This design comes from an exercise in tuning for small area on the open sky130 flow, not from production work.
Function was checked by simulation only, so behaviour that the tests miss may differ from the original.

<file path="flow/config.mk">
export PLATFORM = sky130hd
export DESIGN_NAME = neural_compressor_top
export DESIGN_NICKNAME = neural_compressor_top
export VERILOG_FILES = /design/flow/design.v
export SDC_FILE = /design/flow/constraint.sdc
export NUM_CORES = 8
export LEC_CHECK = 0
export CAP_MARGIN = 20
export CORE_MARGIN = 2
export CORE_UTILIZATION = 80
export SLEW_MARGIN = 20
export SYNTH_HIERARCHICAL = 1
export SYNTH_MINIMUM_KEEP_SIZE = 0
</file>
<file path="flow/constraint.sdc">
create_clock -name core_clock -period 120.0 [get_ports {clk}]
set_input_delay 24.0000 -clock core_clock [delete_from_list [all_inputs] [get_ports {clk}]]
set_output_delay 24.0000 -clock core_clock [all_outputs]
set_load 0.01 [all_outputs]
</file>
<file path="flow/design.v">
package neural_compressor_pkg;
    parameter int DATA_WIDTH = 32;         
    typedef struct packed {
        logic [15:0] sample_count;
        logic [15:0] spike_count;
        logic [7:0]  compression_ratio;
        logic        overflow;
    } compress_stats_t;
endpackage
module full_adder
(
    input  logic a,
    input  logic b,
    input  logic ci,
    output logic s,
    output logic co
);
    assign s  = a ^ b ^ ci;
    assign co = (a & b) | (ci & (a ^ b));
endmodule
module majority
(
    input  logic a,
    input  logic b,
    input  logic c,
    output logic y
);
    assign y = (a & b) | (c & (a | b));
endmodule
module half_adder
(
    input  logic a,
    input  logic b,
    output logic s,
    output logic co
);
    assign s  = a ^ b;
    assign co = a & b;
endmodule
module counter_inc
(
    input  logic [15:0] q,
    input  logic        en,
    output logic [15:0] d
);
    logic [16:0] c;
    assign c[0] = en;
    for (genvar i = 0; i < 16; i++) begin : g_ha
        half_adder u_ha (.a(q[i]), .b(c[i]), .s(d[i]), .co(c[i+1]));
    end
endmodule
module packet_bit
(
    input  logic take,
    input  logic sel_y,
    input  logic sel_d,
    input  logic y,
    input  logic d,
    input  logic q,
    output logic n
);
    assign n = take ? ((sel_y & y) | (sel_d & d)) : q;
endmodule
import neural_compressor_pkg::*;
module neural_compressor_top
(
    input  logic        clk,
    input  logic        rst_n,
    input  logic [DATA_WIDTH-1:0]   s_axis_tdata,
    input  logic                    s_axis_tvalid,
    output logic                    s_axis_tready,
    input  logic                    s_axis_tlast,
    output logic [DATA_WIDTH-1:0]   m_axis_tdata,
    output logic [1:0]              m_axis_tuser,   
    output logic                    m_axis_tvalid,
    input  logic                    m_axis_tready,
    output logic                    m_axis_tlast,
    input  logic [DATA_WIDTH-1:0]   cfg_threshold,
    input  logic                    cfg_enable,
    output neural_compressor_pkg::compress_stats_t         stats,
    output logic [15:0]             spike_count
);
    wire [31:0] data_in = s_axis_tdata;
    wire        valid_in = s_axis_tvalid & cfg_enable;
    logic       valid_out;   
    logic       taken;       
    logic [3:0] cnt;
    logic       fresh;     
    logic [29:0] xr;       
    logic [12:0] hf;       
    logic [31:0] yr;       
    logic [31:0] s1, s2, s3, s4;  
    logic [31:0] dr;       
    logic        dz;       
    wire idle  = (cnt == 4'd0);
    wire outc  = (cnt == 4'd11);
    wire last  = outc & ~valid_out;
    wire shy   = (~idle & ~outc) | last;
    wire shs   = ((cnt >= 4'd4) & ~outc) | last;
    wire clrh  = idle | outc;
    wire c4    = (cnt == 4'd4);
    assign s_axis_tready = idle;
    always_ff @(posedge clk or negedge rst_n) begin
        if (!rst_n) begin
            cnt       <= 4'd0;
            valid_out <= 1'b0;
            fresh     <= 1'b1;
        end else begin
            valid_out <= outc;
            if (last) fresh <= 1'b0;
            if (idle) begin
                if (valid_in) cnt <= 4'd1;
            end else if (outc) begin
                if (m_axis_tready) cnt <= 4'd0;
            end else begin
                cnt <= cnt + 4'd1;
            end
        end
    end
    wire [3:0] xs  = idle ? data_in[3:0] : xr[5:2];
    wire [1:0] hdx = idle ? 2'd0 : xr[1:0];
    wire [5:0] wx = {xs, hdx};
    wire [7:0] yg  = fresh ? 8'd0 : yr[7:0];
    wire [3:0] fs  = clrh ? yg[3:0] : yg[7:4];
    wire [3:0] hdf = idle ? 4'd0 : yg[3:0];
    wire [20:0] wf = {fs, hdf, hf};
    logic cy1, cy2, cy3, cy4, cy5, cy7, cy8, cy9, cy10, cy12, cy14, cy15, cy17, cy18, cy19, cy20, cy22, cy23, cy25, cy26, cy27, cy29, cy30, cy31, cy33, cy34, cy35, cy36, cy38, cy39;
    wire [3:0] a1g = fresh ? 4'd0 : s1[3:0];
    wire [3:0] a2g = fresh ? 4'd0 : s2[3:0];
    wire [3:0] a3g = fresh ? 4'd0 : s3[3:0];
    wire [3:0] a4g = fresh ? 4'd0 : s4[3:0];
    wire [3:0] dg  = dz ? 4'd0 : dr[3:0];
    wire ci1 = cy1 & ~idle;
    wire [4:0] k1;
    wire [3:0] sm1;
    assign k1[0] = ci1;
    full_adder fa1_0 (.a(wx[2]), .b(wx[0]), .ci(k1[0]), .s(sm1[0]), .co(k1[1]));
    full_adder fa1_1 (.a(wx[3]), .b(wx[1]), .ci(k1[1]), .s(sm1[1]), .co(k1[2]));
    full_adder fa1_2 (.a(wx[4]), .b(wx[2]), .ci(k1[2]), .s(sm1[2]), .co(k1[3]));
    full_adder fa1_3 (.a(wx[5]), .b(wx[3]), .ci(k1[3]), .s(sm1[3]), .co(k1[4]));
    logic [12:0] hu;
    wire [16:0] wu = {sm1, hu[12:9] & {4{~idle}}, hu[8:0]};
    wire ci2 = cy2 & ~idle;
    wire [4:0] k2;
    wire [3:0] sm2;
    assign k2[0] = ci2;
    full_adder fa2_0 (.a(wf[15]), .b(wf[13]), .ci(k2[0]), .s(sm2[0]), .co(k2[1]));
    full_adder fa2_1 (.a(wf[16]), .b(wf[14]), .ci(k2[1]), .s(sm2[1]), .co(k2[2]));
    full_adder fa2_2 (.a(wf[17]), .b(wf[15]), .ci(k2[2]), .s(sm2[2]), .co(k2[3]));
    full_adder fa2_3 (.a(wf[18]), .b(wf[16]), .ci(k2[3]), .s(sm2[3]), .co(k2[4]));
    logic [12:0] hv;
    wire [16:0] wv = {sm2, hv[12:9] & {4{~idle}}, hv[8:0]};
    wire ci3 = cy3 & ~idle;
    wire [4:0] k3;
    wire [3:0] sm3;
    assign k3[0] = ci3;
    full_adder fa3_0 (.a(wu[13]), .b(wu[5]), .ci(k3[0]), .s(sm3[0]), .co(k3[1]));
    full_adder fa3_1 (.a(wu[14]), .b(wu[6]), .ci(k3[1]), .s(sm3[1]), .co(k3[2]));
    full_adder fa3_2 (.a(wu[15]), .b(wu[7]), .ci(k3[2]), .s(sm3[2]), .co(k3[3]));
    full_adder fa3_3 (.a(wu[16]), .b(wu[8]), .ci(k3[3]), .s(sm3[3]), .co(k3[4]));
    wire ci4 = cy4 & ~idle;
    wire [4:0] k4;
    wire [3:0] sm4;
    assign k4[0] = ci4;
    full_adder fa4_0 (.a(sm3[0]), .b(wu[9]), .ci(k4[0]), .s(sm4[0]), .co(k4[1]));
    full_adder fa4_1 (.a(sm3[1]), .b(wu[10]), .ci(k4[1]), .s(sm4[1]), .co(k4[2]));
    full_adder fa4_2 (.a(sm3[2]), .b(wu[11]), .ci(k4[2]), .s(sm4[2]), .co(k4[3]));
    full_adder fa4_3 (.a(sm3[3]), .b(wu[12]), .ci(k4[3]), .s(sm4[3]), .co(k4[4]));
    wire ci5 = cy5 & ~idle;
    wire [4:0] k5;
    wire [3:0] sm5;
    assign k5[0] = ci5;
    full_adder fa5_0 (.a(sm4[0]), .b(wu[7]), .ci(k5[0]), .s(sm5[0]), .co(k5[1]));
    full_adder fa5_1 (.a(sm4[1]), .b(wu[8]), .ci(k5[1]), .s(sm5[1]), .co(k5[2]));
    full_adder fa5_2 (.a(sm4[2]), .b(wu[9]), .ci(k5[2]), .s(sm5[2]), .co(k5[3]));
    full_adder fa5_3 (.a(sm4[3]), .b(wu[10]), .ci(k5[3]), .s(sm5[3]), .co(k5[4]));
    wire [3:0] n6 = ~sm5;
    wire ci7 = cy7 | idle;
    wire [4:0] k7;
    wire [3:0] sm7;
    assign k7[0] = ci7;
    full_adder fa7_0 (.a(n6[0]), .b(wu[3]), .ci(k7[0]), .s(sm7[0]), .co(k7[1]));
    full_adder fa7_1 (.a(n6[1]), .b(wu[4]), .ci(k7[1]), .s(sm7[1]), .co(k7[2]));
    full_adder fa7_2 (.a(n6[2]), .b(wu[5]), .ci(k7[2]), .s(sm7[2]), .co(k7[3]));
    full_adder fa7_3 (.a(n6[3]), .b(wu[6]), .ci(k7[3]), .s(sm7[3]), .co(k7[4]));
    wire ci8 = cy8 & ~idle;
    wire [4:0] k8;
    wire [3:0] sm8;
    assign k8[0] = ci8;
    full_adder fa8_0 (.a(wx[2]), .b(sm3[0]), .ci(k8[0]), .s(sm8[0]), .co(k8[1]));
    full_adder fa8_1 (.a(wx[3]), .b(sm3[1]), .ci(k8[1]), .s(sm8[1]), .co(k8[2]));
    full_adder fa8_2 (.a(wx[4]), .b(sm3[2]), .ci(k8[2]), .s(sm8[2]), .co(k8[3]));
    full_adder fa8_3 (.a(wx[5]), .b(sm3[3]), .ci(k8[3]), .s(sm8[3]), .co(k8[4]));
    wire ci9 = cy9 & ~idle;
    wire [4:0] k9;
    wire [3:0] sm9;
    assign k9[0] = ci9;
    full_adder fa9_0 (.a(sm8[0]), .b(wu[8]), .ci(k9[0]), .s(sm9[0]), .co(k9[1]));
    full_adder fa9_1 (.a(sm8[1]), .b(wu[9]), .ci(k9[1]), .s(sm9[1]), .co(k9[2]));
    full_adder fa9_2 (.a(sm8[2]), .b(wu[10]), .ci(k9[2]), .s(sm9[2]), .co(k9[3]));
    full_adder fa9_3 (.a(sm8[3]), .b(wu[11]), .ci(k9[3]), .s(sm9[3]), .co(k9[4]));
    wire ci10 = cy10 & ~idle;
    wire [4:0] k10;
    wire [3:0] sm10;
    assign k10[0] = ci10;
    full_adder fa10_0 (.a(sm9[0]), .b(wu[0]), .ci(k10[0]), .s(sm10[0]), .co(k10[1]));
    full_adder fa10_1 (.a(sm9[1]), .b(wu[1]), .ci(k10[1]), .s(sm10[1]), .co(k10[2]));
    full_adder fa10_2 (.a(sm9[2]), .b(wu[2]), .ci(k10[2]), .s(sm10[2]), .co(k10[3]));
    full_adder fa10_3 (.a(sm9[3]), .b(wu[3]), .ci(k10[3]), .s(sm10[3]), .co(k10[4]));
    wire [3:0] n11 = ~wv[13:10];
    wire ci12 = cy12 | idle;
    wire [4:0] k12;
    wire [3:0] sm12;
    assign k12[0] = ci12;
    full_adder fa12_0 (.a(n11[0]), .b(wv[3]), .ci(k12[0]), .s(sm12[0]), .co(k12[1]));
    full_adder fa12_1 (.a(n11[1]), .b(wv[4]), .ci(k12[1]), .s(sm12[1]), .co(k12[2]));
    full_adder fa12_2 (.a(n11[2]), .b(wv[5]), .ci(k12[2]), .s(sm12[2]), .co(k12[3]));
    full_adder fa12_3 (.a(n11[3]), .b(wv[6]), .ci(k12[3]), .s(sm12[3]), .co(k12[4]));
    wire [3:0] n13 = ~wv[11:8];
    wire ci14 = cy14 | idle;
    wire [4:0] k14;
    wire [3:0] sm14;
    assign k14[0] = ci14;
    full_adder fa14_0 (.a(n13[0]), .b(wf[17]), .ci(k14[0]), .s(sm14[0]), .co(k14[1]));
    full_adder fa14_1 (.a(n13[1]), .b(wf[18]), .ci(k14[1]), .s(sm14[1]), .co(k14[2]));
    full_adder fa14_2 (.a(n13[2]), .b(wf[19]), .ci(k14[2]), .s(sm14[2]), .co(k14[3]));
    full_adder fa14_3 (.a(n13[3]), .b(wf[20]), .ci(k14[3]), .s(sm14[3]), .co(k14[4]));
    wire ci15 = cy15 & ~idle;
    wire [4:0] k15;
    wire [3:0] sm15;
    assign k15[0] = ci15;
    full_adder fa15_0 (.a(wf[3]), .b(wv[0]), .ci(k15[0]), .s(sm15[0]), .co(k15[1]));
    full_adder fa15_1 (.a(wf[4]), .b(wv[1]), .ci(k15[1]), .s(sm15[1]), .co(k15[2]));
    full_adder fa15_2 (.a(wf[5]), .b(wv[2]), .ci(k15[2]), .s(sm15[2]), .co(k15[3]));
    full_adder fa15_3 (.a(wf[6]), .b(wv[3]), .ci(k15[3]), .s(sm15[3]), .co(k15[4]));
    wire [3:0] n16 = ~sm12;
    wire ci17 = cy17 & ~idle;
    wire [4:0] k17;
    wire [3:0] sm17;
    assign k17[0] = ci17;
    full_adder fa17_0 (.a(n16[0]), .b(wf[15]), .ci(k17[0]), .s(sm17[0]), .co(k17[1]));
    full_adder fa17_1 (.a(n16[1]), .b(wf[16]), .ci(k17[1]), .s(sm17[1]), .co(k17[2]));
    full_adder fa17_2 (.a(n16[2]), .b(wf[17]), .ci(k17[2]), .s(sm17[2]), .co(k17[3]));
    full_adder fa17_3 (.a(n16[3]), .b(wf[18]), .ci(k17[3]), .s(sm17[3]), .co(k17[4]));
    wire ci18 = cy18 & ~idle;
    wire [4:0] k18;
    wire [3:0] sm18;
    assign k18[0] = ci18;
    full_adder fa18_0 (.a(sm17[0]), .b(sm15[0]), .ci(k18[0]), .s(sm18[0]), .co(k18[1]));
    full_adder fa18_1 (.a(sm17[1]), .b(sm15[1]), .ci(k18[1]), .s(sm18[1]), .co(k18[2]));
    full_adder fa18_2 (.a(sm17[2]), .b(sm15[2]), .ci(k18[2]), .s(sm18[2]), .co(k18[3]));
    full_adder fa18_3 (.a(sm17[3]), .b(sm15[3]), .ci(k18[3]), .s(sm18[3]), .co(k18[4]));
    wire ci19 = cy19 & ~idle;
    wire [4:0] k19;
    wire [3:0] sm19;
    assign k19[0] = ci19;
    full_adder fa19_0 (.a(wf[16]), .b(wv[11]), .ci(k19[0]), .s(sm19[0]), .co(k19[1]));
    full_adder fa19_1 (.a(wf[17]), .b(wv[12]), .ci(k19[1]), .s(sm19[1]), .co(k19[2]));
    full_adder fa19_2 (.a(wf[18]), .b(wv[13]), .ci(k19[2]), .s(sm19[2]), .co(k19[3]));
    full_adder fa19_3 (.a(wf[19]), .b(wv[14]), .ci(k19[3]), .s(sm19[3]), .co(k19[4]));
    wire ci20 = cy20 & ~idle;
    wire [4:0] k20;
    wire [3:0] sm20;
    assign k20[0] = ci20;
    full_adder fa20_0 (.a(sm19[0]), .b(sm15[0]), .ci(k20[0]), .s(sm20[0]), .co(k20[1]));
    full_adder fa20_1 (.a(sm19[1]), .b(sm15[1]), .ci(k20[1]), .s(sm20[1]), .co(k20[2]));
    full_adder fa20_2 (.a(sm19[2]), .b(sm15[2]), .ci(k20[2]), .s(sm20[2]), .co(k20[3]));
    full_adder fa20_3 (.a(sm19[3]), .b(sm15[3]), .ci(k20[3]), .s(sm20[3]), .co(k20[4]));
    wire [3:0] n21 = ~sm20;
    wire ci22 = cy22 & ~idle;
    wire [4:0] k22;
    wire [3:0] sm22;
    assign k22[0] = ci22;
    full_adder fa22_0 (.a(n21[0]), .b(wf[6]), .ci(k22[0]), .s(sm22[0]), .co(k22[1]));
    full_adder fa22_1 (.a(n21[1]), .b(wf[7]), .ci(k22[1]), .s(sm22[1]), .co(k22[2]));
    full_adder fa22_2 (.a(n21[2]), .b(wf[8]), .ci(k22[2]), .s(sm22[2]), .co(k22[3]));
    full_adder fa22_3 (.a(n21[3]), .b(wf[9]), .ci(k22[3]), .s(sm22[3]), .co(k22[4]));
    wire ci23 = cy23 & ~idle;
    wire [4:0] k23;
    wire [3:0] sm23;
    assign k23[0] = ci23;
    full_adder fa23_0 (.a(sm14[0]), .b(sm12[0]), .ci(k23[0]), .s(sm23[0]), .co(k23[1]));
    full_adder fa23_1 (.a(sm14[1]), .b(sm12[1]), .ci(k23[1]), .s(sm23[1]), .co(k23[2]));
    full_adder fa23_2 (.a(sm14[2]), .b(sm12[2]), .ci(k23[2]), .s(sm23[2]), .co(k23[3]));
    full_adder fa23_3 (.a(sm14[3]), .b(sm12[3]), .ci(k23[3]), .s(sm23[3]), .co(k23[4]));
    wire [3:0] n24 = ~sm23;
    wire ci25 = cy25 & ~idle;
    wire [4:0] k25;
    wire [3:0] sm25;
    assign k25[0] = ci25;
    full_adder fa25_0 (.a(n24[0]), .b(wf[0]), .ci(k25[0]), .s(sm25[0]), .co(k25[1]));
    full_adder fa25_1 (.a(n24[1]), .b(wf[1]), .ci(k25[1]), .s(sm25[1]), .co(k25[2]));
    full_adder fa25_2 (.a(n24[2]), .b(wf[2]), .ci(k25[2]), .s(sm25[2]), .co(k25[3]));
    full_adder fa25_3 (.a(n24[3]), .b(wf[3]), .ci(k25[3]), .s(sm25[3]), .co(k25[4]));
    wire ci26 = cy26 & ~idle;
    wire [4:0] k26;
    wire [3:0] sm26;
    assign k26[0] = ci26;
    full_adder fa26_0 (.a(sm25[0]), .b(wv[13]), .ci(k26[0]), .s(sm26[0]), .co(k26[1]));
    full_adder fa26_1 (.a(sm25[1]), .b(wv[14]), .ci(k26[1]), .s(sm26[1]), .co(k26[2]));
    full_adder fa26_2 (.a(sm25[2]), .b(wv[15]), .ci(k26[2]), .s(sm26[2]), .co(k26[3]));
    full_adder fa26_3 (.a(sm25[3]), .b(wv[16]), .ci(k26[3]), .s(sm26[3]), .co(k26[4]));
    wire ci27 = cy27 & ~idle;
    wire [4:0] k27;
    wire [3:0] sm27;
    assign k27[0] = ci27;
    full_adder fa27_0 (.a(sm14[0]), .b(wf[3]), .ci(k27[0]), .s(sm27[0]), .co(k27[1]));
    full_adder fa27_1 (.a(sm14[1]), .b(wf[4]), .ci(k27[1]), .s(sm27[1]), .co(k27[2]));
    full_adder fa27_2 (.a(sm14[2]), .b(wf[5]), .ci(k27[2]), .s(sm27[2]), .co(k27[3]));
    full_adder fa27_3 (.a(sm14[3]), .b(wf[6]), .ci(k27[3]), .s(sm27[3]), .co(k27[4]));
    wire [3:0] n28 = ~sm27;
    wire ci29 = cy29 & ~idle;
    wire [4:0] k29;
    wire [3:0] sm29;
    assign k29[0] = ci29;
    full_adder fa29_0 (.a(n28[0]), .b(wf[13]), .ci(k29[0]), .s(sm29[0]), .co(k29[1]));
    full_adder fa29_1 (.a(n28[1]), .b(wf[14]), .ci(k29[1]), .s(sm29[1]), .co(k29[2]));
    full_adder fa29_2 (.a(n28[2]), .b(wf[15]), .ci(k29[2]), .s(sm29[2]), .co(k29[3]));
    full_adder fa29_3 (.a(n28[3]), .b(wf[16]), .ci(k29[3]), .s(sm29[3]), .co(k29[4]));
    wire ci30 = cy30 & ~c4;
    wire [4:0] k30;
    wire [3:0] sm30;
    assign k30[0] = ci30;
    full_adder fa30_0 (.a(a1g[0]), .b(sm7[0]), .ci(k30[0]), .s(sm30[0]), .co(k30[1]));
    full_adder fa30_1 (.a(a1g[1]), .b(sm7[1]), .ci(k30[1]), .s(sm30[1]), .co(k30[2]));
    full_adder fa30_2 (.a(a1g[2]), .b(sm7[2]), .ci(k30[2]), .s(sm30[2]), .co(k30[3]));
    full_adder fa30_3 (.a(a1g[3]), .b(sm7[3]), .ci(k30[3]), .s(sm30[3]), .co(k30[4]));
    wire ci31 = cy31 | c4;
    wire [4:0] k31;
    wire [3:0] sm31;
    assign k31[0] = ci31;
    full_adder fa31_0 (.a(a2g[0]), .b(sm18[0]), .ci(k31[0]), .s(sm31[0]), .co(k31[1]));
    full_adder fa31_1 (.a(a2g[1]), .b(sm18[1]), .ci(k31[1]), .s(sm31[1]), .co(k31[2]));
    full_adder fa31_2 (.a(a2g[2]), .b(sm18[2]), .ci(k31[2]), .s(sm31[2]), .co(k31[3]));
    full_adder fa31_3 (.a(a2g[3]), .b(sm18[3]), .ci(k31[3]), .s(sm31[3]), .co(k31[4]));
    wire [3:0] n32 = ~sm10;
    wire [3:0] g2m = sm22 & {4{cnt >= 4'd4}};
    wire ci33 = cy33 | idle;
    wire [4:0] k33;
    wire [3:0] sm33;
    assign k33[0] = ci33;
    full_adder fa33_0 (.a(n32[0]), .b(g2m[0]), .ci(k33[0]), .s(sm33[0]), .co(k33[1]));
    full_adder fa33_1 (.a(n32[1]), .b(g2m[1]), .ci(k33[1]), .s(sm33[1]), .co(k33[2]));
    full_adder fa33_2 (.a(n32[2]), .b(g2m[2]), .ci(k33[2]), .s(sm33[2]), .co(k33[3]));
    full_adder fa33_3 (.a(n32[3]), .b(g2m[3]), .ci(k33[3]), .s(sm33[3]), .co(k33[4]));
    wire ci34 = cy34 | c4;
    wire [4:0] k34;
    wire [3:0] sm34;
    assign k34[0] = ci34;
    full_adder fa34_0 (.a(a3g[0]), .b(sm33[0]), .ci(k34[0]), .s(sm34[0]), .co(k34[1]));
    full_adder fa34_1 (.a(a3g[1]), .b(sm33[1]), .ci(k34[1]), .s(sm34[1]), .co(k34[2]));
    full_adder fa34_2 (.a(a3g[2]), .b(sm33[2]), .ci(k34[2]), .s(sm34[2]), .co(k34[3]));
    full_adder fa34_3 (.a(a3g[3]), .b(sm33[3]), .ci(k34[3]), .s(sm34[3]), .co(k34[4]));
    wire ci35 = cy35 | c4;
    wire [4:0] k35;
    wire [3:0] sm35;
    assign k35[0] = ci35;
    full_adder fa35_0 (.a(a4g[0]), .b(sm26[0]), .ci(k35[0]), .s(sm35[0]), .co(k35[1]));
    full_adder fa35_1 (.a(a4g[1]), .b(sm26[1]), .ci(k35[1]), .s(sm35[1]), .co(k35[2]));
    full_adder fa35_2 (.a(a4g[2]), .b(sm26[2]), .ci(k35[2]), .s(sm35[2]), .co(k35[3]));
    full_adder fa35_3 (.a(a4g[3]), .b(sm26[3]), .ci(k35[3]), .s(sm35[3]), .co(k35[4]));
    wire ci36 = cy36 | c4;
    wire [4:0] k36;
    wire [3:0] sm36;
    assign k36[0] = ci36;
    full_adder fa36_0 (.a(sm7[0]), .b(sm29[0]), .ci(k36[0]), .s(sm36[0]), .co(k36[1]));
    full_adder fa36_1 (.a(sm7[1]), .b(sm29[1]), .ci(k36[1]), .s(sm36[1]), .co(k36[2]));
    full_adder fa36_2 (.a(sm7[2]), .b(sm29[2]), .ci(k36[2]), .s(sm36[2]), .co(k36[3]));
    full_adder fa36_3 (.a(sm7[3]), .b(sm29[3]), .ci(k36[3]), .s(sm36[3]), .co(k36[4]));
    wire [3:0] n37 = ~hf[4:1];
    wire ci38 = cy38 | c4;
    wire [4:0] k38;
    wire [3:0] sm38;
    assign k38[0] = ci38;
    full_adder fa38_0 (.a(dg[0]), .b(sm30[0]), .ci(k38[0]), .s(sm38[0]), .co(k38[1]));
    full_adder fa38_1 (.a(dg[1]), .b(sm30[1]), .ci(k38[1]), .s(sm38[1]), .co(k38[2]));
    full_adder fa38_2 (.a(dg[2]), .b(sm30[2]), .ci(k38[2]), .s(sm38[2]), .co(k38[3]));
    full_adder fa38_3 (.a(dg[3]), .b(sm30[3]), .ci(k38[3]), .s(sm38[3]), .co(k38[4]));
    wire ci39 = cy39 & ~c4;
    wire [4:0] k39;
    wire [3:0] sm39;
    assign k39[0] = ci39;
    full_adder fa39_0 (.a(sm38[0]), .b(n37[0]), .ci(k39[0]), .s(sm39[0]), .co(k39[1]));
    full_adder fa39_1 (.a(sm38[1]), .b(n37[1]), .ci(k39[1]), .s(sm39[1]), .co(k39[2]));
    full_adder fa39_2 (.a(sm38[2]), .b(n37[2]), .ci(k39[2]), .s(sm39[2]), .co(k39[3]));
    full_adder fa39_3 (.a(sm38[3]), .b(n37[3]), .ci(k39[3]), .s(sm39[3]), .co(k39[4]));
    always_ff @(posedge clk) begin
        xr <= idle ? data_in[31:2] : {{4{xr[29]}}, xr[29:4]};
        hf <= clrh ? 13'd0 : {yg[3:0], hf[12:4]};
        hu <= {sm1, clrh ? 9'd0 : hu[12:4]};
        hv <= {sm2, clrh ? 9'd0 : hv[12:4]};
        cy1 <= k1[4];
        cy2 <= k2[4];
        cy3 <= k3[4];
        cy4 <= k4[4];
        cy5 <= k5[4];
        cy7 <= k7[4];
        cy8 <= k8[4];
        cy9 <= k9[4];
        cy10 <= k10[4];
        cy12 <= k12[4];
        cy14 <= k14[4];
        cy15 <= k15[4];
        cy17 <= k17[4];
        cy18 <= k18[4];
        cy19 <= k19[4];
        cy20 <= k20[4];
        cy22 <= k22[4];
        cy23 <= k23[4];
        cy25 <= k25[4];
        cy26 <= k26[4];
        cy27 <= k27[4];
        cy29 <= k29[4];
        cy30 <= k30[4];
        cy31 <= k31[4];
        cy33 <= k33[4];
        cy34 <= k34[4];
        cy35 <= k35[4];
        cy36 <= k36[4];
        cy38 <= k38[4];
        cy39 <= k39[4];
        if (taken) dz <= 1'b1;
        else if (last) dz <= 1'b0;
        if (shy) yr <= {(cnt <= 4'd3) ? {4{yr[31]}} : sm30, yr[31:4]};
        if (shs) begin
            s1 <= {sm31, s1[31:4]};
            s2 <= {sm34, s2[31:4]};
            s3 <= {sm35, s3[31:4]};
            s4 <= {sm36, s4[31:4]};
            dr <= {sm39, dr[31:4]};
        end
    end
    logic [4:0] dcnt;
    logic       window_full;
    logic       spike_flag;
    logic       spike_detected;
    logic       detected_valid;
    wire dtake = valid_out & m_axis_tready;
    wire        neg = yr[31];
    logic [32:0] gcy;
    assign gcy[0] = 1'b0;
    for (genvar i = 0; i < 32; i++) begin : g_cmp
        majority u_maj (.a(yr[i]), .b(gcy[i]), .c(~(cfg_threshold[i] ^ neg)), .y(gcy[i+1]));
    end
    wire [32:0] cmp = {gcy[32] ^ neg, 32'd0};
    wire refractory = window_full & (dcnt[3:0] != 4'd0);
    wire detect = window_full & (dcnt[3:0] == 4'd0) & cmp[32];
    wire dinc = dtake & ~window_full;
    wire ddec = dtake & refractory;
    wire hit  = dtake & detect;
    wire [15:0] spike_count_inc;
    counter_inc u_inc_spikes (.q(spike_count), .en(hit), .d(spike_count_inc));
    always_ff @(posedge clk) begin
        spike_flag <= hit;
        if (dtake) spike_detected <= spike_flag;
    end
    always_ff @(posedge clk or negedge rst_n) begin
        if (!rst_n) begin
            dcnt <= '0;
            window_full <= '0;
            spike_count <= '0;
            detected_valid <= '0;
        end else begin
            detected_valid <= dtake | (detected_valid & valid_out & ~m_axis_tready);
            window_full <= window_full | (dinc & (dcnt == 5'd31));
            dcnt <= hit ? 5'd8 : dcnt + {{4{ddec}}, ddec | dinc};
            spike_count <= spike_count_inc;
        end
    end
    logic first_sample;
    logic [15:0] sample_cnt, spike_cnt;
    logic ratio_set;
    assign taken = detected_valid & m_axis_tready;
    wire [15:0] sample_cnt_inc, spike_cnt_inc;
    counter_inc u_inc_samples (.q(sample_cnt), .en(m_axis_tvalid), .d(sample_cnt_inc));
    counter_inc u_inc_spkpkts (.q(spike_cnt), .en(m_axis_tvalid & m_axis_tuser[1] & ~m_axis_tuser[0]), .d(spike_cnt_inc));
    wire raw = spike_detected | first_sample;
    wire sel_d = ~raw & ~dz;    
    logic [31:0] pk_next;
    for (genvar i = 0; i < 32; i++) begin : g_pk
        packet_bit u_pk (.take(taken), .sel_y(raw), .sel_d(sel_d), .y(yr[i]), .d(dr[i]),
                         .q(m_axis_tdata[i]), .n(pk_next[i]));
    end
    always_ff @(posedge clk or negedge rst_n) begin
        if (!rst_n) begin
            m_axis_tdata <= '0;
            m_axis_tuser <= '0;
            m_axis_tvalid <= '0;
            first_sample <= '1;
            sample_cnt <= '0;
            spike_cnt <= '0;
            ratio_set <= '0;
        end else begin
            m_axis_tvalid <= taken;
            m_axis_tdata <= pk_next;
            ratio_set <= 1'b1;
            sample_cnt <= sample_cnt_inc;
            spike_cnt <= spike_cnt_inc;
            if (taken) begin
                m_axis_tuser <= {raw, ~spike_detected & first_sample};
                first_sample <= 1'b0;
            end
        end
    end
    assign stats.sample_count = sample_cnt;
    assign stats.spike_count = spike_cnt;
    assign stats.compression_ratio = {1'b0, ratio_set, ratio_set, 2'b00, ratio_set, 2'b00};
    assign stats.overflow = 1'b0;
    logic tlast_pending;
    always_ff @(posedge clk or negedge rst_n) begin
        if (!rst_n) begin
            tlast_pending <= '0;
            m_axis_tlast <= '0;
        end else begin
            if (s_axis_tvalid && s_axis_tready && s_axis_tlast)
                tlast_pending <= '1;
            if (m_axis_tvalid && m_axis_tready && tlast_pending) begin
                m_axis_tlast <= '1;
                tlast_pending <= '0;
            end else begin
                m_axis_tlast <= '0;
            end
        end
    end
endmodule
</file>
<file path="flow/flow/run.sh">
#!/bin/bash
# Layout flow: the standard ORFS flow (standard.sh: standard synthesis,
# floorplan, placement, CTS, routing), with two changes:
#  - the I/O port buffers are the smallest buffer cell;
#  - the clock tree uses large leaf clusters of clkbuf_16 (clkbuf_8 above
#    them) and no dummy loads.
# ORFS keeps each step's full log under orfs/logs/; make's own output, and the
# final DEF export's, goes to make_flow.log here.
set -euo pipefail
export BUFFER_PORTS_ARGS="-buffer_cell sky130_fd_sc_hd__buf_1"
export CTS_ARGS="-sink_clustering_enable -repair_clock_nets -buf_list sky130_fd_sc_hd__clkbuf_16 -root_buf sky130_fd_sc_hd__clkbuf_8 -tree_buf sky130_fd_sc_hd__clkbuf_8 -sink_clustering_size 26 -sink_clustering_max_diameter 85 -dont_use_dummy_load"
export RECOVER_POWER=100
bash standard.sh > make_flow.log 2>&1
</file>
<file path="flow/standard.sh">
#!/bin/bash
# synth_recipe.tcl (not shown) runs the flow's synth.tcl, then flattens the netlist and writes it again
# the make line also repeats each setting of config.mk as NAME=value (left out here)
make -C /OpenROAD-flow-scripts/flow DESIGN_CONFIG=/design/flow/config.mk WORK_HOME=/design/flow/orfs CLKGATE_MAP_FILE= SYNTH_SCRIPT=/design/flow/synth_recipe.tcl "${@:-finish}"
</file>
==> results.toml, run 1 <==
[cells_and_area]
nets = 1476
stdcell_count = 1499
drive_above_1_share = 0.0301
layout_commonest_cell = "edfxtp_1"
layout_common_cells = "edfxtp_1 (194), buf_1 (156), fa_1 (121)"
n_antenna_cell = 0
area_growth_pct = 7.45

[cts]
cts-root-buf = "clkbuf_8"
numCtsBuffers = 19
post_cts_resized = 0
clock_sinks = 394
htreeDepth = 1
cts_tree = "done"
cts_buffer_depth = 3
cts-hold-fix-buffers = 0
clkTransAtPathRegs_ns = 0.09
clk_latency_ns = 0.58
post_cts_buffers = 0

[synthesis]
synthCells = 1069
seq_area_frac_synth = 0.632
synth-edff-count = 194
synthFlopType = "edfxtp_1"
synth-seq-cells = 394
yosys.area.top_type = "edfxtp_1"
synth.area.top_cells = "edfxtp_1 (36%), dfrtp_1 (15%), fa_1 (15%), dfxtp_1 (12%), ha_1 (4.1%)"
synth_warnings = 7
yosysTopAreaCellShare = 0.356
syn_avg_cell_area_sq_um = 15.3
async_flop_share = 0.254
post_synth_num_cell_types = 46
netlist_area_sq_um = 16400

[floorplanning]
fp-row-count = 52
coreArea_sq_um = 20200
die-area_sq_um = 21600
io_pins = 164
die_x_microns = 147
die_height_microns = 147
start_util = 0.811

[worst_setup_path]
critPathArrivalTime_ns = 39.06
slowest_delay_ns = 0.44
cp_max_fo = 6
end_kind = "flip-flop"
rrSetupSlack_ns = 102.66
rr_endpoint = "spike_count[15]"
reg2reg_depth = 52
crit_type = "input port to flip-flop"
worstPathRequired_ns = 120.46
cp-start-kind = "input port"
reg2reg_from = "yr[31]"
crit_path_frequent_cell = "maj3_1"
crit_path_top_delay_cell = "maj3_1"

[routing]
postRouteAntennaNets = 0
avgViaCountPerCell = 6.03
drcViolationCount = 0
dr.pass1.iters = 5
vias = 9040
drt-initial-drc-count = 761
wl_microns = 33300
wl_per_cell_microns = 22.2

[hold_path]
hold_class = "flip-flop to flip-flop"
hold-path-cell-count = 0
min_from = "s3[11]"
min_to = "s3[7]"

[global_routing]
overflow = 0
grt_pass1_vias = 9537
grtUsageTotal = 0.318
grt_max_degree = 83
antenna_found_initial = 1
grt_pass1_wl_microns = 51100

[timing]
skew_ns = 0.0587
fin_setup_tns_ns = 0
tightest_slew_ns = 4.43
post-route-period-util = 0.322
slew_headroom = -1.95
rsz0062_at_grt = "no"
hold_viol_final = 0
drv_slew = 412
timing.fmax_mhz = 25.9
finalSetupViolations = 0
final.min_clock_period_ns = 38.60

[placed_design]
post-place-cells = 1479
dpl.hpwl_microns = 22000
routabilityCongestion = 0.940
portBuffers = 157

[run]
cap_violations = 6

[status]
status = "complete, but fails checks"
check-failures = "capacitance limit, slew limit"
## worst max-delay path by stage
stage	start	slack, ns	to
4_1_cts	cfg_threshold[0]	82.68	spike_count[15]
3_3_place_gp	cfg_threshold[0]	82.40	spike_count[15]
3_5_place_dp	cfg_threshold[0]	82.13	spike_count[15]
6_report	cfg_threshold[0]	81.40	spike_count[15]
5_1_grt	cfg_threshold[0]	80.87	spike_count[15]
2_1_floorplan	cfg_threshold[0]	82.97	spike_count[15]
## cell type report
cell class / count / area, sq um
Timing Repair Buffer: 164 / 619
Sequential cell: 394 / 10300
Tap cell: 270 / 338
Clock buffer: 19 / 442
Fill cell: 873 / 2600
Inverter: 39 / 146
Multi-Input combinational cell: 613 / 5700
## flip-flops by register name (all words and copies together), names as in the netlist, 16 cells and up
signal / cells
spike_count: 16
sample_cnt: 16
dr: 32
spike_cnt: 16
s3: 32
s2: 32
s4: 32
xr: 30
yr: 32
m_axis_tdata: 32
s1: 32
## synthesized netlist by cell type (all sizes together), types with 32 or more instances
master	n
xnor2	34
ha	54
inv	39
dfxtp	100
nor2	52
fa	121
maj3	32
and2	33
dfrtp	98
nand2	110
nor2b	46
a22oi	32
edfxtp	194
a21oi	39
## modules after synthesis (local to each module, per instance), excerpt
module / times used / cell area [sq um]
neural_compressor_top: 1 / 12500
full_adder: 120 / 20.0
half_adder: 48 / 12.5
packet_bit: 32 / 16.3
majority: 32 / 11.3
## cell families after synthesis
kind of cell             Yosys count  synth area share
flip-flops                       394             0.632
other                              2          0.000459
multiplexers                       8           0.00513
AO/OA/AOI/OAI                     87            0.0337
XOR/XNOR                          37            0.0198
AND/OR/NAND/NOR                  266            0.0786
adder cells (fa/ha/maj)          207             0.211
buffers and inverters             68            0.0191
## routing by layer
metal,up-vias,part of all wire,global-route usage
li1,3899,-,-
met1,4545,0.35,0.404
met2,484,0.52,0.551
met3,110,0.084,0.0640
met4,2,0.045,0.125
met5,-,0.00021,0
## critical path, delay by kind of cell
kind                       cells  cell delay [ns]
and+or+nand+nor                1             0.21
xor gates and xnor gates       2             0.44
buffers and inverters          1             0.08
adders and majority gates     48            14.33
## through the flow
stage | utilization | cell area [sq um] | hold slack, ns | worst slack [ns]
5_1_grt | 0.871 | 17600 | 0.433 | 80.87
6_report | 0.871 | 17600 | 0.416 | 81.40
4_1_cts | 0.875 | 17700 | 0.424 | 82.68
3_3_place_gp | 0.853 | 17200 | 0.400 | 82.40
3_5_place_dp | 0.853 | 17200 | 0.405 | 82.13
2_1_floorplan | - | 16400 | 0.386 | 82.97
==> run 2: changes to the inputs <==
--- a/flow/flow/run.sh
+++ b/flow/flow/run.sh
@@ -9,5 +9,4 @@
 set -euo pipefail
 export BUFFER_PORTS_ARGS="-buffer_cell sky130_fd_sc_hd__buf_1"
 export CTS_ARGS="-sink_clustering_enable -repair_clock_nets -buf_list sky130_fd_sc_hd__clkbuf_16 -root_buf sky130_fd_sc_hd__clkbuf_8 -tree_buf sky130_fd_sc_hd__clkbuf_8 -sink_clustering_size 26 -sink_clustering_max_diameter 85 -dont_use_dummy_load"
-export RECOVER_POWER=100
 bash standard.sh > make_flow.log 2>&1
--- a/flow/config.mk
+++ b/flow/config.mk
@@ -7,7 +7,7 @@
 export LEC_CHECK = 0
 export CAP_MARGIN = 20
 export CORE_MARGIN = 2
-export CORE_UTILIZATION = 80
+export CORE_UTILIZATION = 84
 export SLEW_MARGIN = 20
 export SYNTH_HIERARCHICAL = 1
 export SYNTH_MINIMUM_KEEP_SIZE = 0
==> run 2 against run 1 <==
The run now finishes clean; clock-buffer cell count unchanged; non-clock buffer count unchanged; core utilization is 4.6 points higher; design area up 0.61%; clock skew grew 0.0013 ns; worst hold slack got worse by 0.064 ns; area after synthesis stayed put; final cell count fell by 0.33%; wire length grew 16%; largest cell class unchanged.
==> results.toml, run 2 <==
[status]
status = "complete, no violations"

[synthesis]
yosys.area.top_type = "edfxtp_1"
synthCells = 1069
synthSimpleGateAreaFrac = 0.0786
yosysTopAreaCellShare = 0.356
post_synth_num_cell_types = 46
synth.area.top_cells = "edfxtp_1 (36%), dfrtp_1 (15%), fa_1 (15%), dfxtp_1 (12%), ha_1 (4.1%)"
synth_adder_area_share = 0.211
seq_area_frac_synth = 0.632
synth-compound-area-share = 0.0337
synthXorXnorAreaFrac = 0.0198
synth-seq-cells = 394
synthFlopType = "edfxtp_1"
synth_top_family_by_area = "adder cells"
synth-edff-count = 194
synthMuxAreaShare = 0.00513
synth_warnings = 7
syn_avg_cell_area_sq_um = 15.3
yosysMostFrequentCell = "edfxtp_1"
synth_common_cells = "edfxtp_1 (194), fa_1 (121), nand2_1 (109)"
async_flop_share = 0.254
netlist_area_sq_um = 16400

[timing]
finalSetupViolations = 0
post-route-period-util = 0.313
fin_setup_tns_ns = 0
rsz0062_at_grt = "no"
fin_ws_ns = 82.39
tightest_slew_ns = 1.10
final.min_clock_period_ns = 37.61
drv_slew = 0
skew_ns = 0.0600
timing.fmax_mhz = 26.6
whs_ns = 0.352
hold_viol_final = 0
slew_headroom = 0.263

[worst_setup_path]
crit_path_top_delay_cell = "maj3_2"
path_buf_inv = 1
cp-start-kind = "input port"
worstPathRequired_ns = 120.47
end_kind = "flip-flop"
cp_max_fo = 6
crit_family = "adder cells"
critPathArrivalTime_ns = 38.08
crit_path_frequent_cell = "maj3_2"
crit_type = "input port to flip-flop"
slowest_delay_ns = 0.36

[global_routing]
grt_pass1_wl_microns = 57600
antenna_found_initial = 1
grtUsageMet2 = 0.669
grt_max_degree = 90
gr-usage-met3 = 0.0793
grt_pass1_vias = 10100
grtUsageMet1 = 0.467
grtUsageTotal = 0.387
busiest_layer = "met2"
overflow = 0

[placed_design]
placed_area_sq_um = 17200
routabilityCongestion = 0.948
post-place-cells = 1474
pre_cts_slack_ns = 82.10
portBuffers = 157
dpl.hpwl_microns = 24200

[routing]
vias = 9552
wl_per_cell_microns = 25.9
drcViolationCount = 0
avgViaCountPerCell = 6.39
dr.pass1.iters = 5
postRouteAntennaNets = 0
wl_microns = 38800
drt-initial-drc-count = 908

[cells_and_area]
drive_above_1_share = 0.0610
final_util = 0.917
area_growth_pct = 8.11
stdcell_count = 1494
nets = 1476
fill_cells = 646
layout_common_cells = "edfxtp_1 (194), buf_1 (156), fa_1 (121)"
final_cell_area_sq_um = 17700
layout_commonest_cell = "edfxtp_1"
n_antenna_cell = 0

[floorplanning]
coreArea_sq_um = 19300
die-area_sq_um = 20600
die_height_microns = 144
fp-row-count = 51
die_x_microns = 144
start_util = 0.849
io_pins = 164

[cts]
htreeDepth = 1
cts-root-buf = "clkbuf_8"
post_cts_resized = 0
cts-hold-fix-buffers = 0
numCtsBuffers = 19
cts_buffer_depth = 3
clock_sinks = 394
clk_latency_ns = 0.59
cts_tree = "done"
clkTransAtPathRegs_ns = 0.10
post_cts_buffers = 0

[run]
cap_violations = 0

[hold_path]
hold_class = "flip-flop to flip-flop"
## run 2: cell types whose count changed in the layout (fill, tap and decap cells not counted), moves of 4 or more
cell	delta
buf_4	+4
clkbuf_1	-7
maj3_1	-21
maj3_2	+21
and2_0	-7
and2_1	+7
## run 2: worst paths after layout
check / from / to / slack (ns) / depth (start not counted)
worst max register to register: yr[31] / spike_count[15] / 104.91 / 52
worst min-delay path: s4[27] / s4[23] / 0.35 / 0
min in group asynchronous: rst_n / m_axis_tdata[5] / 23.30 / 1
worst min register to register: s4[27] / s4[23] / 0.35 / 0
worst max-delay path: cfg_threshold[0] / spike_count[15] / 82.39 / 52
max in group asynchronous: rst_n / spike_cnt[9] / 95.66 / 2
## run 2: cell families (layout without fill, tap and decap cells)
kind of cell	after synthesis	in the layout
compound gates	87	87
mux	8	8
other cells	2	8
xor+xnor	37	37
simple gates	266	266
flops	394	394
fa+ha+maj	207	207
buf+inv	68	222
## run 2: cell type report
cell class	count	area, sq um	area share
Sequential cell	394	10300	0.584
Multi-Input combinational cell	613	5760	0.326
Timing Repair Buffer	164	669	0.0379
Clock buffer	19	442	0.0250
Tap cell	265	332	0.0188
Inverter	39	146	0.00828
## run 2: metal layers
layer | part of all wire | vias up
met4 | 0.065 | 2
met5 | 0.00034 | -
met2 | 0.53 | 730
met1 | 0.32 | 4740
li1 | - | 3901
met3 | 0.093 | 179
## run 2: per-module statistics from Yosys, one instance, submodules excluded, excerpt
| module | cells | flops+latches |
|---|---|---|
| packet_bit | 3 | 0 |
| majority | 1 | 0 |
| half_adder | 1 | 0 |
| full_adder | 1 | 0 |
| neural_compressor_top | 773 | 394 |
==> run 3: changes to the inputs <==
--- a/flow/config.mk
+++ b/flow/config.mk
@@ -7,7 +7,7 @@
 export LEC_CHECK = 0
 export CAP_MARGIN = 20
 export CORE_MARGIN = 2
-export CORE_UTILIZATION = 84
+export CORE_UTILIZATION = 80
 export SLEW_MARGIN = 20
 export SYNTH_HIERARCHICAL = 1
 export SYNTH_MINIMUM_KEEP_SIZE = 0
==> run 3 against run 2 <==
Non-clock buffer count unchanged; largest cell class unchanged; global-route usage decreased by 6.9 points; final cell count increased by 0.33%; sequential share of layout area about the same; still clean on timing, DRC and antenna.
==> results.toml, run 3 <==
[floorplanning]
die-area_sq_um = 21600
start_util = 0.811
coreArea_sq_um = 20200
io_pins = 164
die_height_microns = 147
die_x_microns = 147
fp-row-count = 52

[routing]
dr.pass1.iters = 5
drt-initial-drc-count = 653
wl_per_cell_microns = 22.2
postRouteAntennaNets = 0
avgViaCountPerCell = 6.01
drcViolationCount = 0
vias = 9014
wl_microns = 33300

[worst_setup_path]
cp-start-kind = "input port"
crit_type = "input port to flip-flop"
path_buf_inv = 1
crit_family = "adder cells"
critPathArrivalTime_ns = 37.80
slowest_delay_ns = 0.33
crit_path_frequent_cell = "maj3_2"
worstPathRequired_ns = 120.46
crit_path_top_delay_cell = "maj3_2"
cp_max_fo = 6
end_kind = "flip-flop"

[timing]
slew_headroom = 0.275
rsz0062_at_grt = "no"
post-route-period-util = 0.311
timing.fmax_mhz = 26.8
drv_slew = 0
fin_setup_tns_ns = 0
final.min_clock_period_ns = 37.34
tightest_slew_ns = 1.09
skew_ns = 0.0599
finalSetupViolations = 0
hold_viol_final = 0

[run]
cap_violations = 0

[synthesis]
syn_avg_cell_area_sq_um = 15.3
synth-seq-cells = 394
synth_warnings = 7
netlist_area_sq_um = 16400
seq_area_frac_synth = 0.632
synth-edff-count = 194
post_synth_num_cell_types = 46
yosysMostFrequentCell = "edfxtp_1"
synth.area.top_cells = "edfxtp_1 (36%), dfrtp_1 (15%), fa_1 (15%), dfxtp_1 (12%), ha_1 (4.1%)"
yosys.area.top_type = "edfxtp_1"
async_flop_share = 0.254
yosysTopAreaCellShare = 0.356
synthFlopType = "edfxtp_1"
synthCells = 1069
synth_common_cells = "edfxtp_1 (194), fa_1 (121), nand2_1 (109)"

[global_routing]
grt_max_degree = 83
grt_pass1_wl_microns = 51100
grtUsageTotal = 0.318
antenna_found_initial = 1
grt_pass1_vias = 9537
overflow = 0

[cells_and_area]
layout_common_cells = "edfxtp_1 (194), buf_1 (156), fa_1 (121)"
nets = 1476
fill_cells = 841
drive_above_1_share = 0.0610
final_util = 0.877
area_growth_pct = 8.15
layout_commonest_cell = "edfxtp_1"
n_antenna_cell = 0

[cts]
post_cts_buffers = 0
htreeDepth = 1
cts_buffer_depth = 3
numCtsBuffers = 19
cts-hold-fix-buffers = 0
cts_tree = "done"
post_cts_resized = 0
cts-root-buf = "clkbuf_8"
clkTransAtPathRegs_ns = 0.09
clock_sinks = 394
clk_latency_ns = 0.58

[placed_design]
dpl.hpwl_microns = 22000
portBuffers = 157
routabilityCongestion = 0.940

[status]
status = "complete, no violations"

[hold_path]
hold_class = "flip-flop to flip-flop"
-- run 3: cell counts after synthesis --
Identical to the previous run, type by type.
-- run 3: layout make-up --
| cell class | instances | area, sq um | area share |
|---|---|---|---|
| multi-input combinational | 613 | 5760 | 0.326 |
| sequential | 394 | 10300 | 0.584 |
| timing repair buffer | 164 | 669 | 0.0378 |
| tap | 270 | 338 | 0.0191 |
| clock buffer | 19 | 442 | 0.0250 |
| inverter | 39 | 146 | 0.00828 |
-- run 3: path summary, 6_finish.rpt --
| check | startpoint | endpoint | slack (ns) | cells after the start |
|---|---|---|---|---|
| worst max-delay path | cfg_threshold[0] | spike_count[15] | 82.66 | 52 |
| worst min-delay path | s3[11] | s3[7] | 0.42 | 0 |
| worst max register to register | yr[31] | spike_count[15] | 105.25 | 52 |
| worst min register to register | s3[11] | s3[7] | 0.42 | 0 |
| max in group asynchronous | rst_n | cnt[0] | 95.69 | 2 |
| min in group asynchronous | rst_n | m_axis_tdata[17] | 23.31 | 1 |
-- run 3: metrics by stage --
step                      cells  instance area (sq um)  setup slack, ns  hold slack (ns)
after floorplan            1075                  16400            82.97            0.386
after global placement     1479                  17200            82.40            0.400
after detailed placement   1479                  17200            82.13            0.405
after CTS                  1498                  17700            82.68            0.424
after global routing       1499                  17700            82.24            0.433
final                      1499                  17700            82.66            0.421
-- run 3: cell families after synthesis --
family | share of synthesized area
compound gates | 0.0337
fa+ha+maj | 0.211
other cells | 0.000459
buf+inv | 0.0191
flops | 0.632
simple gates | 0.0786
mux | 0.00513
xor+xnor | 0.0198
-- run 3: modules after synthesis (local to each module, per instance), excerpt --
module,flip-flops and latches,area (sq um)
neural_compressor_top,394,12500
half_adder,0,12.5
majority,0,11.3
full_adder,0,20.0
packet_bit,0,16.3
-- run 3: layer usage --
metal | track usage | wire length, microns
met1 | 0.404 | 11600
met2 | 0.551 | 17200
met3 | 0.0640 | 2870
met4 | 0.125 | 1520
met5 | 0 | 7
==> run 4: changes to the inputs <==
--- a/flow/flow/run.sh
+++ b/flow/flow/run.sh
@@ -9,4 +9,5 @@
 set -euo pipefail
 export BUFFER_PORTS_ARGS="-buffer_cell sky130_fd_sc_hd__buf_1"
 export CTS_ARGS="-sink_clustering_enable -repair_clock_nets -buf_list sky130_fd_sc_hd__clkbuf_16 -root_buf sky130_fd_sc_hd__clkbuf_8 -tree_buf sky130_fd_sc_hd__clkbuf_8 -sink_clustering_size 26 -sink_clustering_max_diameter 85 -dont_use_dummy_load"
+export CTS_ARGS="-sink_clustering_enable -repair_clock_nets -buf_list sky130_fd_sc_hd__clkbuf_16 -root_buf sky130_fd_sc_hd__clkbuf_8 -tree_buf sky130_fd_sc_hd__clkbuf_8 -sink_clustering_size 30 -sink_clustering_max_diameter 90 -dont_use_dummy_load"
 bash standard.sh > make_flow.log 2>&1
==> run 4 against run 3 <==
Area after synthesis is the same; clock skew grew 0.0073 ns; flip-flop and latch count is the same; worst setup slack lost 0.077 ns; die area is the same; critical path depth is the same; sequential share of layout area grew 0.17 points; critical path type unchanged; largest cell class unchanged; highest routed layer is now met4.
==> results.toml, run 4 <==
[cts]
post_cts_buffers = 0
numCtsBuffers = 17
clock_sinks = 394
cts-root-buf = "clkbuf_8"
post_cts_resized = 0
clkTransAtPathRegs_ns = 0.10
cts-hold-fix-buffers = 0
htreeDepth = 1
clk_latency_ns = 0.58
cts_tree = "done"
cts_buffer_depth = 3

[worst_setup_path]
cp-start-kind = "input port"
worstPathRequired_ns = 120.47
crit_type = "input port to flip-flop"
end_kind = "flip-flop"
cp_max_fo = 6
crit_path_frequent_cell = "maj3_2"
crit_path_top_delay_cell = "maj3_2"
critPathArrivalTime_ns = 37.88
slowest_delay_ns = 0.36

[synthesis]
synth-seq-cells = 394
synthFlopType = "edfxtp_1"
synth_common_cells = "edfxtp_1 (194), fa_1 (121), nand2_1 (109)"
post_synth_num_cell_types = 46
async_flop_share = 0.254
yosysTopAreaCellShare = 0.356
netlist_area_sq_um = 16400
yosysMostFrequentCell = "edfxtp_1"
synth-edff-count = 194
synth_warnings = 7
synth.area.top_cells = "edfxtp_1 (36%), dfrtp_1 (15%), fa_1 (15%), dfxtp_1 (12%), ha_1 (4.1%)"
seq_area_frac_synth = 0.632
syn_avg_cell_area_sq_um = 15.3
yosys.area.top_type = "edfxtp_1"
synthCells = 1069

[placed_design]
portBuffers = 157
dpl.hpwl_microns = 22000
routabilityCongestion = 0.940

[cells_and_area]
layout_common_cells = "edfxtp_1 (194), buf_1 (156), fa_1 (121)"
nets = 1474
drive_above_1_share = 0.0595
fill_cells = 872
area_growth_pct = 7.84
n_antenna_cell = 0
layout_commonest_cell = "edfxtp_1"

[floorplanning]
start_util = 0.811
die_x_microns = 147
io_pins = 164
coreArea_sq_um = 20200
die_height_microns = 147
fp-row-count = 52
die-area_sq_um = 21600

[timing]
skew_ns = 0.0673
rsz0062_at_grt = "no"
timing.fmax_mhz = 26.7
drv_slew = 0
fin_setup_tns_ns = 0
finalSetupViolations = 0
hold_viol_final = 0
slew_headroom = 0.283
tightest_slew_ns = 1.07
final.min_clock_period_ns = 37.41
post-route-period-util = 0.312

[run]
cap_violations = 0

[global_routing]
antenna_found_initial = 0
grt_pass1_vias = 9213
grt_max_degree = 83
overflow = 0
grt_pass1_wl_microns = 49500
grtUsageTotal = 0.305

[status]
status = "complete, no violations"

[routing]
postRouteAntennaNets = 0
avgViaCountPerCell = 5.92
drcViolationCount = 0
vias = 8869
drt-initial-drc-count = 648
wl_per_cell_microns = 21.2
dr.pass1.iters = 5
wl_microns = 31700

[hold_path]
hold_class = "flip-flop to flip-flop"
-- run 4: cell counts after synthesis --
No cell type changed its count.
-- run 4: worst paths after layout --
check | from | slack, ns | endpoint | cells past startpoint
max | cfg_threshold[0] | 82.59 | spike_count[15] | 52
min | xr[9] | 0.39 | xr[5] | 2
max reg2reg | yr[31] | 105.16 | spike_count[15] | 52
min reg2reg | xr[9] | 0.39 | xr[5] | 2
max in group asynchronous | rst_n | 95.70 | m_axis_tvalid | 2
min in group asynchronous | rst_n | 23.31 | spike_cnt[15] | 1
-- run 4: modules after synthesis (local to each module, per instance), a selection --
| module | flops+latches | cell area [sq um] | cells inside |
|---|---|---|---|
| neural_compressor_top | 394 | 12500 | 773 |
| full_adder | 0 | 20.0 | 1 |
| packet_bit | 0 | 16.3 | 3 |
| half_adder | 0 | 12.5 | 1 |
| majority | 0 | 11.3 | 1 |
-- run 4: critical path, delay by kind of cell --
kind	cells	cell delay (ns)
xor gates and xnor gates	2	0.48
buffers and inverters	1	0.09
and+or+nand+nor	1	0.15
adders and majority gates	48	13.17
-- run 4: layout make-up --
type	count	area, sq um	share of cell area
Sequential cell	394	10300	0.586
Clock buffer	17	392	0.0222
Tap cell	270	338	0.0192
Inverter	39	146	0.00830
Timing Repair Buffer	164	669	0.0380
Multi-Input combinational cell	613	5760	0.327
-- run 4: stage by stage --
step	util	worst slack (ns)	cells	hold WS [ns]	area (sq um)
5_1_grt	0.874	82.17	1497	0.397	17600
6_report	0.874	82.59	1497	0.385	17600
3_3_place_gp	0.853	82.40	1479	0.400	17200
2_1_floorplan	-	82.97	1075	0.386	16400
3_5_place_dp	0.853	82.13	1479	0.405	17200
4_1_cts	0.873	82.58	1496	0.384	17600
-- run 4: logic make-up after synthesis --
kind of cell             after synthesis  synth area share
other                                  2          0.000459
XOR/XNOR                              37            0.0198
AO/OA/AOI/OAI                         87            0.0337
AND/OR/NAND/NOR                      266            0.0786
multiplexers                           8           0.00513
flip-flops                           394             0.632
buffers and inverters                 68            0.0191
adder cells (fa/ha/maj)              207             0.211
-- run 4: metal layers --
metal  vias to the layer above  global-route usage  wire [microns]
met5                         -                   0               0
met4                         0               0.105            1080
met3                        81              0.0525            2580
met2                       420               0.520           16600
met1                      4479               0.410           11500
li1                       3889                   -               -
==> run 5: changes to the inputs <==
--- a/flow/flow/run.sh
+++ b/flow/flow/run.sh
@@ -9,5 +9,5 @@
 set -euo pipefail
 export BUFFER_PORTS_ARGS="-buffer_cell sky130_fd_sc_hd__buf_1"
 export CTS_ARGS="-sink_clustering_enable -repair_clock_nets -buf_list sky130_fd_sc_hd__clkbuf_16 -root_buf sky130_fd_sc_hd__clkbuf_8 -tree_buf sky130_fd_sc_hd__clkbuf_8 -sink_clustering_size 26 -sink_clustering_max_diameter 85 -dont_use_dummy_load"
-export CTS_ARGS="-sink_clustering_enable -repair_clock_nets -buf_list sky130_fd_sc_hd__clkbuf_16 -root_buf sky130_fd_sc_hd__clkbuf_8 -tree_buf sky130_fd_sc_hd__clkbuf_8 -sink_clustering_size 30 -sink_clustering_max_diameter 90 -dont_use_dummy_load"
+export CTS_ARGS="-sink_clustering_enable -repair_clock_nets -buf_list sky130_fd_sc_hd__clkbuf_16 -root_buf sky130_fd_sc_hd__clkbuf_4 -tree_buf sky130_fd_sc_hd__clkbuf_8 -sink_clustering_size 28 -sink_clustering_max_diameter 90 -dont_use_dummy_load"
 bash standard.sh > make_flow.log 2>&1
==> run 5 against run 4 <==
Sequential share of layout area is essentially flat; non-clock buffer count is the same; area after synthesis is the same.
==> results.toml, run 5 <==
[status]
status = "complete, no violations"

[cells_and_area]
stdcell_count = 1499
fill_cells = 877
area_growth_pct = 7.90
multi_input_area_sq_um = 5760
final_cell_area_sq_um = 17600
final_util = 0.875
layout_commonest_cell = "edfxtp_1"
register_area_sq_um = 10300
drive_above_1_share = 0.0603
layout_common_cells = "edfxtp_1 (194), buf_1 (156), fa_1 (121)"
nets = 1475

[synthesis]
synth-edff-count = 194
synth.area.top_cells = "edfxtp_1 (36%), dfrtp_1 (15%), fa_1 (15%), dfxtp_1 (12%), ha_1 (4.1%)"
synth-seq-cells = 394
async_flop_share = 0.254
synth_warnings = 7
post_synth_num_cell_types = 46
synthFlopType = "edfxtp_1"
syn_avg_cell_area_sq_um = 15.3
yosysTopAreaCellShare = 0.356
synth_common_cells = "edfxtp_1 (194), fa_1 (121), nand2_1 (109)"
seq_area_frac_synth = 0.632
yosysMostFrequentCell = "edfxtp_1"
yosys.area.top_type = "edfxtp_1"
netlist_area_sq_um = 16400
synthCells = 1069

[worst_setup_path]
crit_type = "input port to flip-flop"
cp-start-kind = "input port"
reg2reg_depth = 52
crit_path_top_delay_cell = "maj3_2"
slowest_delay_ns = 0.34
end_kind = "flip-flop"
worstPathRequired_ns = 120.59
critPathArrivalTime_ns = 37.88
cp_max_fo = 6
reg2reg_from = "yr[31]"
crit_path_frequent_cell = "maj3_2"
rrSetupSlack_ns = 105.17
rr_endpoint = "spike_count[15]"

[cts]
cts_buffer_depth = 3
clk_latency_ns = 0.71
cts_tree = "done"
clkTransAtPathRegs_ns = 0.11
cts-hold-fix-buffers = 0
htreeDepth = 1
cts-root-buf = "clkbuf_4"
numCtsBuffers = 18
clock_sinks = 394
post_cts_resized = 0
post_cts_buffers = 0

[timing]
hold_viol_final = 0
timing.fmax_mhz = 26.8
rsz0062_at_grt = "no"
post-route-period-util = 0.311
drv_slew = 0
final.min_clock_period_ns = 37.29
skew_ns = 0.0669
slew_headroom = 0.288
finalSetupViolations = 0
fin_setup_tns_ns = 0
tightest_slew_ns = 1.07

[global_routing]
grt_pass1_wl_microns = 48900
grtUsageTotal = 0.302
antenna_found_initial = 2
grt_max_degree = 83
overflow = 0
grt_pass1_vias = 9178

[placed_design]
placed_area_sq_um = 17200
dpl.hpwl_microns = 22000
post-place-cells = 1479
portBuffers = 157
routabilityCongestion = 0.940

[routing]
wl_microns = 31700
wl_per_cell_microns = 21.1
vias = 8828
avgViaCountPerCell = 5.89
dr.pass1.iters = 6
drcViolationCount = 0
postRouteAntennaNets = 0
drt-initial-drc-count = 710

[hold_path]
hold_class = "flip-flop to flip-flop"
min_from = "s4[5]"
hold-path-cell-count = 0
min_to = "s4[1]"

[floorplanning]
fp-row-count = 52
start_util = 0.811
die_height_microns = 147
coreArea_sq_um = 20200
io_pins = 164
die_x_microns = 147
die-area_sq_um = 21600

[run]
cap_violations = 0
## run 5: cell counts after synthesis
Identical to the previous run, type by type.
## run 5: worst max path at each step
stage                          start               to  slack (ns)  cells past startpoint
global placement    cfg_threshold[0]  spike_count[15]       82.40                     52
detailed placement  cfg_threshold[0]  spike_count[15]       82.13                     52
global route        cfg_threshold[0]  spike_count[15]       82.33                     52
floorplan           cfg_threshold[0]  spike_count[15]       82.97                     51
finish              cfg_threshold[0]  spike_count[15]       82.71                     52
CTS                 cfg_threshold[0]  spike_count[15]       82.74                     52
## run 5: cell families after synthesis
family / Yosys count / synth area share
other: 2 / 0.000459
muxes: 8 / 0.00513
adders and majority gates: 207 / 0.211
buffers and inverters: 68 / 0.0191
DFF: 394 / 0.632
and+or+nand+nor: 266 / 0.0786
AOI/OAI and AO/OA: 87 / 0.0337
xor gates and xnor gates: 37 / 0.0198
## run 5: final cells by class
cell class	count	share of cell area
diodes	1	0.000142
clock buffers	18	0.0225
inverters	39	0.00830
multi-input cells	613	0.326
flip-flops and latches	394	0.586
well taps	270	0.0191
repair buffers	164	0.0379
## run 5: critical path, delay by kind of cell
family,cells,cell delay (ns)
adders and majority gates,48,13.17
xor gates and xnor gates,2,0.47
and+or+nand+nor,1,0.15
buffers and inverters,1,0.10
## run 5: metal layers
layer | GRT usage | vias up | part of all wire
li1 | - | 3891 | -
met1 | 0.397 | 4412 | 0.36
met2 | 0.523 | 441 | 0.53
met3 | 0.0559 | 82 | 0.084
met4 | 0.0990 | 2 | 0.033
met5 | 0 | - | 0.00041
## run 5: through the flow
stage | setup slack (ns) | hold WS (ns)
floorplan | 82.97 | 0.386
global placement | 82.40 | 0.400
detailed placement | 82.13 | 0.405
CTS | 82.74 | 0.386
global route | 82.33 | 0.400
finish | 82.71 | 0.391
## run 5: Yosys stat by module, one instance, submodules excluded, a selection
module	cells inside	area, sq um	copies in the design	flip-flops and latches
neural_compressor_top	773	12500	1	394
half_adder	1	12.5	48	0
full_adder	1	20.0	120	0
packet_bit	3	16.3	32	0
majority	1	11.3	32	0

==> static timing again, ports no longer ideal <==
Ports are ideal in the flow. The routed layouts listed here were re-timed in OpenROAD. Step 1: set_driving_cell puts a clkbuf_16 on clk and a buf_2 on each other input, an assumption about the parent block. Step 2 moves the port delays by t, midway between the first and last clock arrival at a register: inputs arrive t later, outputs are due t later. That takes back most of the time a late clock gives input paths. Three values: ideal, step 1, step 2; two values: the first two.
run	t, ns	slack for setup (ns)	worst setup path at the end	clock arrival spread, ns	pins driven straight from the clock port
run 1	0.598	81.400 / 81.415 / 80.817	input to register	0.062 / 0.062	1
run 2	0.609	82.391 / 82.410 / 81.802	input to register	0.071 / 0.071	1
run 3	0.599	82.665 / 82.680 / 82.082	input to register	0.066 / 0.067	1
run 4	0.587	82.588 / 82.602 / 82.016	input to register	0.068 / 0.067	1
run 5	0.733	82.713 / 82.729 / 81.996	input to register	0.103 / 0.103	1
For run 5, which loses most, drivers alone change the setup slack by +0.016 ns; drivers and shift together by -0.717 ns.
